Source: an optimization exercise on an open RTL-to-GDS flow (aim: small area). Production flows keep margins and buffers that such runs may drop.
Power and IR drop assume default switching activity.

==> inputs of run Y <==
// fir16_top
module fir16_top (clk, reset, sample_in, y_out);
    input clk;
    input reset;
    input  signed [15:0] sample_in;
    output signed [35:0] y_out;
    reg [15:0] tap0;
    reg [15:0] tap1;
    reg [15:0] tap2;
    reg [15:0] tap3;
    reg [15:0] tap4;
    reg [15:0] tap5;
    reg [15:0] tap6;
    reg [15:0] tap7;
    reg [15:0] tap8;
    reg [15:0] tap9;
    reg [15:0] tap10;
    reg [15:0] tap11;
    reg [15:0] tap12;
    reg [15:0] tap13;
    reg [15:0] tap14;
    reg [15:0] tap15;
    reg [15:0] tap16;
    always @(posedge clk) begin
        tap1 <= tap0;
        tap3 <= tap2;
        tap5 <= tap4;
        tap7 <= tap6;
        tap9 <= tap8;
        tap11 <= tap10;
        tap13 <= tap12;
        tap15 <= tap14;
    end
    always @(posedge clk) begin
        if (reset) begin
            tap0 <= 16'h0000;
            tap2 <= 16'h0000;
            tap4 <= 16'h0000;
            tap6 <= 16'h0000;
            tap8 <= 16'h0000;
            tap10 <= 16'h0000;
            tap12 <= 16'h0000;
            tap14 <= 16'h0000;
            tap16 <= 16'h0000;
        end else begin
            tap0 <= sample_in;
            tap2 <= tap1;
            tap4 <= tap3;
            tap6 <= tap5;
            tap8 <= tap7;
            tap10 <= tap9;
            tap12 <= tap11;
            tap14 <= tap13;
            tap16 <= tap15;
        end
    end
    wire n1, n2, n3, n4, n5, n6, n7, n8, n9, n10, n11, n12, n13, n14, n15, n16;
    wire n17, n18, n19, n20, n21, n22, n23, n24, n25, n26, n27, n28, n29, n30, n31, n32;
    wire n33, n34, n35, n36, n37, n38, n39, n40, n41, n42, n43, n44, n45, n46, n47, n48;
    wire n49, n50, n51, n52, n53, n54, n55, n56, n57, n58, n59, n60, n61, n62, n63, n64;
    wire n65, n66, n67, n68, n69, n70, n71, n72, n73, n74, n75, n76, n77, n78, n79, n80;
    wire n81, n82, n83, n84, n85, n86, n87, n88, n89, n90, n91, n92, n93, n94, n95, n96;
    wire n97, n98, n99, n100, n101, n102, n103, n104, n105, n106, n107, n108, n109, n110, n111, n112;
    wire n113, n114, n115, n116, n117, n118, n119, n120, n121, n122, n123, n124, n125, n126, n127, n128;
    wire n129, n130, n131, n132, n133, n134, n135, n136, n137, n138, n139, n140, n141, n142, n143, n144;
    wire n145, n146, n147, n148, n149, n150, n151, n152, n153, n154, n155, n156, n157, n158, n159, n160;
  ...
clock: 8.0 ns
lec_check: 0
cap_margin: 20
core_margin: 2
core_utilization: 40
cts_buf_list: sky130_fd_sc_hd__clkbuf_8
cts_cluster_diameter: 80
cts_cluster_size: 16
slew_margin: 20
synth_hierarchical: 1
synth_minimum_keep_size: 0
run.sh (not shown) runs the stock make flow with config.mk's settings and CLKGATE_MAP_FILE= SYNTH_SCRIPT=/design/flow/synth_recipe.tcl, a recipe that flattens the netlist after the stock synthesis.
==> run M: changes against run Y <==
==> flow/flow/run.sh (new file) <==
#!/bin/bash
# Standard layout; only the port buffers are the smallest buffer cell.
set -euo pipefail
bash standard.sh 'BUFFER_PORTS_ARGS=-buffer_cell sky130_fd_sc_hd__buf_1' finish > standard_flow.log 2>&1
==> flow/standard.sh (new file) <==
#!/bin/bash
# synth_recipe.tcl (not shown) runs the flow's synth.tcl, then flattens the netlist and writes it again
# the make line also repeats each setting of config.mk as NAME=value (left out here)
make -C /OpenROAD-flow-scripts/flow DESIGN_CONFIG=/design/flow/config.mk WORK_HOME=/design/flow/orfs CLKGATE_MAP_FILE= SYNTH_SCRIPT=/design/flow/synth_recipe.tcl "${@:-finish}"
removed: flow/run.sh
==> comparison <==
In critical path depth, run M and run Y do not differ.
Setup slack: run Y is worse than run M (9.8 ps).
Against run M, the sequential share of layout area of run Y is lower by 0.55 points.
Of run M and run Y, run Y has the higher non-clock buffer count (gap 1).
Sequential cell count is the same in run M and run Y.
In run M the via count is lower than in run Y, by 0.94%.
Against run M, the power of run Y is larger by 2.5%.
Between run Y and run M, the lower cell area is in run M (gap 1.8%, measured against run M).
In register-to-register slack, run Y and run M hardly differ.
==> figures <==
quantity                                                                      run Y       run M
Result of the run                                          timing/DRC/antenna clean  timing/DRC/antenna clean
Switching component of the power                                           2.126 mW    2.120 mW
Worst relative slew slack                                                    41.45%      38.63%
Met3 usage in global routing                                                 3.354%      2.658%
Weighted congestion reported at the end of routability-driven placement      0.9271      0.9478
Met1 wire length                                                           16470 um    16650 um
Final nets                                                                     1831        1830
Number of clock-tree buffers in the layout                                       30          28
End point of the worst hold path                                           tap1[10]     tap1[9]
Power drawn by the clock network                                             949 uW      921 uW
Multi-input logic portion of the cell area                                   56.14%      57.11%
Final area over synthesized area                                            1.0901x     1.0712x
Routed length on met2                                                      17050 um    16510 um
Leakage power total                                                        9.228 nW    9.085 nW
Vias in the first global route                                                 9975        9966
Switching power as a share of total power                                    38.09%      38.92%
Pre-CTS setup slack                                                        162.5 ps    122.2 ps
Max frequency                                                             128.7 MHz   128.9 MHz
Relative area of clock buffers and inverters in the final design             2.610%      2.611%
No run of this note included a check of the RTL's function; only the layout flow was run.

[re-timing with driven ports]
The results above use ideal ports. As a check the final layouts listed here were re-extracted and re-timed, cells and wires unchanged. Step 1: set_driving_cell puts a clkbuf_16 on clk and a buf_2 on each other input, an assumption about the parent block. Step 2 adds t to the input delays and takes it off the output delays; t is the mean of the earliest and latest rising clock arrival at the registers after step 1. Input paths then give back, and output paths get back, about the clock's delay inside the block. Slacks: no drivers / after step 1 / after step 2; pairs: no drivers / after step 1.
run | shift t [ns] | setup WS [ns] | latest minus earliest clock arrival (ns) | slew at the worst register clock pin (ns)
run Y | 0.671 | 0.230 / 0.230 / 0.230 | 0.029 / 0.029 | 0.10 / 0.10
run M | 0.668 | 0.240 / 0.240 / 0.240 | 0.045 / 0.045 | 0.10 / 0.10
After both steps setup and hold are still met in every run listed.
